From an optimization exercise on the open Yosys and OpenROAD flow, aimed at small area, a short achievable clock period and few clock cycles; shortcuts taken in it are not production practice.
The RTL was checked by simulation tests, not by an equivalence proof against the original design.
Power and IR drop assume default switching activity.

// multi_64_33_9_10_16_3
module multi_64_33_9_10_16_3(clk, reset, s_data_in_x, s_valid_x, s_ready_x, m_data_out_y, m_valid_y, m_ready_y);
clock: 8.0 ns
lec_check: 0
cap_margin: 20
core_margin: 2
core_utilization: 55
cts_buf_list: sky130_fd_sc_hd__clkbuf_16
cts_cluster_diameter: 70
cts_cluster_size: 24
place_density: 0.7
setup_slack_margin: 4.7
slew_margin: 20
run.sh (not shown) runs the stock make flow with config.mk's settings and CLKGATE_MAP_FILE= SYNTH_SCRIPT=/design/flow/synth_recipe.tcl, a recipe that flattens the netlist after the stock synthesis.
The baseline completed without violations.
Testbench counts at the start, summed over its fixed seeds: cycles 12,408.
Edit:
- CORE_UTILIZATION: 55 -> 40
- CTS_BUF_LIST: sky130_fd_sc_hd__clkbuf_16 -> not set
- CTS_CLUSTER_DIAMETER: 70 -> not set
- CTS_CLUSTER_SIZE: 24 -> not set
- PLACE_DENSITY: 0.7 -> 0.6
- SETUP_SLACK_MARGIN: 4.7 -> 5
Result: Design area rises by 8.2%; flip-flop and latch count does not change; count of clock-buffer cells in the layout rises by 158; via count rises by 0.60%; worst setup slack gains 0.095 ns; routed wire length barely changes; register-to-register slack gains 0.09 ns.

========
## north
multi_64_33_9_10_16_3 again, from the RTL that the note above started with.
Design multi_64_33_9_10_16_3, start of the top module:
module multi_64_33_9_10_16_3(clk, reset, s_data_in_x, s_valid_x, s_ready_x, m_data_out_y, m_valid_y, m_ready_y);
Settings: LEC_CHECK=0, CAP_MARGIN=20, CORE_MARGIN=2, CORE_UTILIZATION=55, CTS_BUF_LIST=sky130_fd_sc_hd__clkbuf_16, CTS_CLUSTER_DIAMETER=70, CTS_CLUSTER_SIZE=24, PLACE_DENSITY=0.7, SETUP_SLACK_MARGIN=4.5, SLEW_MARGIN=20; clock period 8.0 ns.
Both conditions hold for north: the flow ran to the end and the final layout passed the timing, DRC and antenna checks.
Testbench counts of north, summed over its fixed seeds: cycles 12,408.
## Diff of input files: south against north
Settings: SETUP_SLACK_MARGIN: 4.5 -> 4.7; CTS_CLUSTER_SIZE: 24 -> 30; CTS_CLUSTER_DIAMETER: 70 -> 80.
Notes after the runs:
- Re number of max-slew violations in the final report: no difference whatsoever between south and north.
- | fraction of power consumed by combinational cells | higher: south |
- In the metrics for south and north, the one carrying the lower maximum achievable frequency is north.
- The global-route wire length before repair number comes out lower for north vs south.
- Looking at register-to-register slack, south sits 350 ps higher than north does.
- Worst-case reg-to-reg path depth in south vs north: down 1
- Reported for south and north, sequential cell count turned out identical to the last digit.
- Diff south..north | power dissipated by switching net loads | negligible
- The final layouts of south and north pass the timing, DRC and antenna checks.
- When south is measured against north, its worst setup slack turns out 350 ps higher.
#### Input delta (east over south)
Settings: CTS_CLUSTER_DIAMETER no longer set, was 80; SETUP_SLACK_MARGIN now 4, was 4.7; CTS_CLUSTER_SIZE no longer set, was 30; PLACE_DENSITY now 0.6, was 0.7; CTS_BUF_LIST no longer set, was sky130_fd_sc_hd__clkbuf_16; CORE_UTILIZATION now 40, was 55.
Notes after the runs:
- Per the comparison of east with south, detailed placer's ending HPWL lost about 3.7%, total cell area at the placement stage climbed 1.1%, global-route total usage across every layer went down 9.3 points, cell count after placement grew by 1188.
- Taking south as the reference point, the maximum fanout along the worst path of east rises by 1.

========
job 6456:
Starting RTL as in the previous note.
Design multi_64_33_9_10_16_3, start of the top module:
module multi_64_33_9_10_16_3(clk, reset, s_data_in_x, s_valid_x, s_ready_x, m_data_out_y, m_valid_y, m_ready_y);
    parameter                      T = 16;
    input                          clk, reset, s_valid_x, m_ready_y;
    input signed [T-1:0]           s_data_in_x;
    output logic                   s_ready_x, m_valid_y;
    output logic signed [T-1:0]    m_data_out_y;
    logic [5:0] idx, idx_n;
    logic [3:0] credit, credit_n;
    logic accept, reserve, pop;
    assign accept   = s_valid_x & s_ready_x;
    assign reserve  = accept & (idx >= 6'd49);
    assign pop      = m_valid_y & m_ready_y;
    assign idx_n    = idx + {5'd0, accept};
    assign credit_n = credit - {3'd0, reserve} + {3'd0, pop};
    always_ff @(posedge clk) begin
        if (reset) begin
            idx       <= 6'd0;
            credit    <= 4'd15;
            s_ready_x <= 1'b1;
        end else begin
            idx       <= idx_n;
            credit    <= credit_n;
            s_ready_x <= (idx_n < 6'd49) | (credit_n != 0);
        end
    end
    logic signed [15:0] x0;
    logic v0;
    logic [2:0] t0;
    always_ff @(posedge clk) begin
        x0 <= s_data_in_x;
        t0 <= {idx >= 6'd49, idx >= 6'd40, idx >= 6'd32};
        if (reset) v0 <= 1'b0; else v0 <= accept;
    end
    logic [16:0] l1_x1;
    assign l1_x1 = {{1{x0[15]}}, x0};
    logic [16:0] l1_x3;
    assign l1_x3 = (l1_x1 << 1) + l1_x1;
    logic [16:0] l1_x5;
    assign l1_x5 = (l1_x1 << 2) + l1_x1;
    logic [16:0] l1_x7;
    assign l1_x7 = (l1_x1 << 3) - l1_x1;
    logic [16:0] l1_x9;
    assign l1_x9 = (l1_x1 << 3) + l1_x1;
    logic [16:0] l1_x15;
  ...
==> flow/config.mk <==
export PLATFORM = sky130hd
export DESIGN_NAME = multi_64_33_9_10_16_3
export DESIGN_NICKNAME = multi_64_33_9_10_16_3
export VERILOG_FILES = /design/flow/design.v
export SDC_FILE = /design/flow/constraint.sdc
export NUM_CORES = 4
export LEC_CHECK = 0
export CAP_MARGIN = 20
export CORE_MARGIN = 2
export CORE_UTILIZATION = 55
export CTS_BUF_LIST = sky130_fd_sc_hd__clkbuf_16
export CTS_CLUSTER_DIAMETER = 80
export CTS_CLUSTER_SIZE = 30
export PLACE_DENSITY = 0.7
export SETUP_SLACK_MARGIN = 5
export SLEW_MARGIN = 20
==> flow/constraint.sdc <==
create_clock -name core_clock -period 8.0 [get_ports {clk}]
set_input_delay 1.6000 -clock core_clock [delete_from_list [all_inputs] [get_ports {clk}]]
set_output_delay 1.6000 -clock core_clock [all_outputs]
set_load 0.01 [all_outputs]
Job 6456 finished all stages; the layout is clean.
Testbench counts of job 6456, summed over its fixed seeds: cycles 12,408.
Input changes introduced in job 8510 (baseline for comparison: job 6456):
- CTS_CLUSTER_SIZE no longer set, was 30
- CTS_BUF_LIST no longer set, was sky130_fd_sc_hd__clkbuf_16
- SETUP_SLACK_MARGIN no longer set, was 5
- CORE_UTILIZATION now 40, was 55
- CTS_CLUSTER_DIAMETER no longer set, was 80
- PLACE_DENSITY now 0.6, was 0.7
Notes after the runs:
A launching element of the worst setup path of l1_s[5][0] is what job 8510 shows, while l3_op9[4] belongs to job 6456. The number of routed nets with antenna violations of job 6456 and that of job 8510 are within noise of each other. Job 8510 against job 6456: placed wire-length estimate decreased by about 2% relative to the old numbers, via count of the first global-routing pass decreased by 6,879 relative to the old numbers, final design instance area without fill decreased by about 4.7% relative to the old numbers, largest fanout of any net on the critical path increased by 9 relative to the old numbers. Comparing job 8510 against job 6456, there is no change at all in total number of clock tree sinks. A end of the critical path of l1_s[6][8] is what job 8510 shows, while mem[4][3] belongs to job 6456. Job 8510 against job 6456: total power picked up an extra 4.6%, floorplan die width picked up an extra about 17%, clock period minus worst slack picked up an extra 0.88 ns. The combinational power reported for job 8510 is smaller than that of job 6456 by about 20%. For power density normalized to cell area, dividing the value from job 6456 by the value from job 8510 gives 0.911.
The inputs of job 5493 differ from those of job 8510 as listed below.
- putting SETUP_SLACK_MARGIN at 5 where nothing was set
- swapping 40 for 55 in CORE_UTILIZATION
- swapping 0.6 for 0.7 in PLACE_DENSITY
- putting CTS_CLUSTER_SIZE at 16 where nothing was set
- putting CTS_BUF_LIST at sky130_fd_sc_hd__clkbuf_8 where nothing was set
- putting CTS_CLUSTER_DIAMETER at 40 where nothing was set
[summary]
- Job 5493 — first-pass detailed-route iteration total 2 higher, job 8510 as reference
- Job 5493 ends up with lower portion of total power attributed to sequential cells than job 8510 does.
- On total routing resource utilization after global routing: between job 8510 and job 5493, it ends up higher for job 5493.
- In job 5493 the via count of the first global-routing pass turned out 9.5% higher than in job 8510.
- Clock period minus worst slack for job 5493 is lower than for job 8510.
- Growth of design area from synthesis to finish: lower on job 8510
- Vias: job 5493 more than job 8510
- The run showing the smaller logic depth of the worst setup path including buffers is job 5493.
For job 9737, these inputs were changed with respect to job 5493:
- CTS_CLUSTER_SIZE: 16 -> 24
- CTS_BUF_LIST: sky130_fd_sc_hd__clkbuf_8 -> sky130_fd_sc_hd__clkbuf_16
- SETUP_SLACK_MARGIN: 5 -> 4.3
- CTS_CLUSTER_DIAMETER: 40 -> 70
## What came out
Of job 9737 and job 5493, it is job 9737 that has the lower worst path setup slack after routing. The core of job 9737 is less densely filled than that of job 5493. Start point of the critical path: m_data_out_y[14] -> job 5493, l1_b3[8] -> job 9737. Compare job 5493 and job 9737 | critical path depth lower: job 5493. Relative to job 5493, buffers inserted during post-CTS setup optimization decreased by 286 in job 9737. On layout cell share with drive strength beyond 1: job 9737 sits below job 5493. Comparing job 5493 and job 9737, clock share of power is lower on job 9737. Status: number of signal-net inverters in the final layout parity (job 5493, job 9737). Count of placed standard cells including taps delta (job 5493 -> job 9737): insignificant. Relative to job 5493, the non-clock buffer count measured on job 9737 has decreased by more than half.

========
v39:
Starting RTL as in the previous note.
Settings: LEC_CHECK=0, CAP_MARGIN=20, CORE_MARGIN=2, CORE_UTILIZATION=65, CTS_BUF_LIST=sky130_fd_sc_hd__clkbuf_16, CTS_CLUSTER_DIAMETER=70, CTS_CLUSTER_SIZE=24, PLACE_DENSITY=0.75, SETUP_SLACK_MARGIN=4.7, SLEW_MARGIN=20; clock period 8.0 ns.
Testbench counts of v39, summed over its fixed seeds: cycles 12,408.
#### Input delta (v29 over v39)
# v39
export LEC_CHECK = 0
export CAP_MARGIN = 20
export CORE_MARGIN = 2
export CORE_UTILIZATION = 65
export CTS_BUF_LIST = sky130_fd_sc_hd__clkbuf_16
export CTS_CLUSTER_DIAMETER = 70
export CTS_CLUSTER_SIZE = 24
export PLACE_DENSITY = 0.75
export SETUP_SLACK_MARGIN = 4.7
export SLEW_MARGIN = 20
create_clock -name core_clock -period 8.0 [get_ports {clk}]
# v29
export LEC_CHECK = 0
export CAP_MARGIN = 20
export CORE_MARGIN = 2
export CORE_UTILIZATION = 55
export CTS_BUF_LIST = sky130_fd_sc_hd__clkbuf_16
export CTS_CLUSTER_DIAMETER = 70
export CTS_CLUSTER_SIZE = 24
export PLACE_DENSITY = 0.7
export SETUP_SLACK_MARGIN = 4.85
export SLEW_MARGIN = 20
create_clock -name core_clock -period 8.0 [get_ports {clk}]
--- outcome ---
The cell with the largest stage delay on the worst path comes out sky130_fd_sc_hd__or4b_4 in one run and sky130_fd_sc_hd__or4b_1 in the other, namely in v29 and v39 respectively. Wire length per cell: v39 vs v29, no meaningful difference. Reported for v39 and v29, XOR/XNOR share of the synthesized area turned out identical to the last digit. Delta (v29 minus v39): routed wire length grew by about 4%, worst slew margin relative to its limit up 2.1 points. v39 → v29: global-route usage shows a reduction of 4.7 points, initial antenna violation count moved up, clock group share of total power has increased, area taken by flip-flops and latches now sits at about the same level, count of vias placed by the detailed router neither gained nor lost much.

separate check: timing with driven ports:
In the flow no input, the clock included, has a driving cell. The finished layouts below were timed again as built, in two steps. Step 1 assumes that a clkbuf_16 drives the clock port and a buf_2 every other input. Step 2 also shifts input and output timing later by t, the mid clock arrival at the registers, as if the neighbouring blocks saw the same clock. Slacks: ideal ports / drivers / drivers and shift; pairs: ideal ports / drivers.
run | t, ns | setup slack, ns | worst setup path at the end | slew at the worst register clock pin (ns)
the first run of note 1 | 0.954 | 4.666 / 4.666 / 3.994 | input to register | 0.10 / 0.10
the second run of note 1 | 1.018 | 4.761 / 4.714 / 4.165 | input to register | 0.07 / 0.07
north | 0.934 | 4.358 / 4.358 / 3.748 | input to register | 0.10 / 0.10
south | 0.940 | 4.712 / 4.712 / 3.992 | input to register | 0.11 / 0.11
east | 1.031 | 4.165 / 4.165 / 3.328 | input to register | 0.07 / 0.07
job 6456 | 0.924 | 4.729 / 4.729 / 4.205 | input to register | 0.12 / 0.12
job 8510 | 1.028 | 3.851 / 3.851 / 3.188 | input to register | 0.07 / 0.07
job 5493 | 1.163 | 4.612 / 4.516 / 4.030 | input to register | 0.09 / 0.09
job 9737 | 0.944 | 4.356 / 4.356 / 3.529 | input to register | 0.10 / 0.10
v39 | 0.940 | 4.608 / 4.608 / 3.928 | input to register | 0.11 / 0.11
v29 | 0.936 | 4.694 / 4.694 / 4.047 | input to register | 0.10 / 0.10
After both steps every run listed still meets setup and hold. The setup slack of east, which loses most, moves by 0.000 ns with the drivers and by -0.837 ns with both steps.
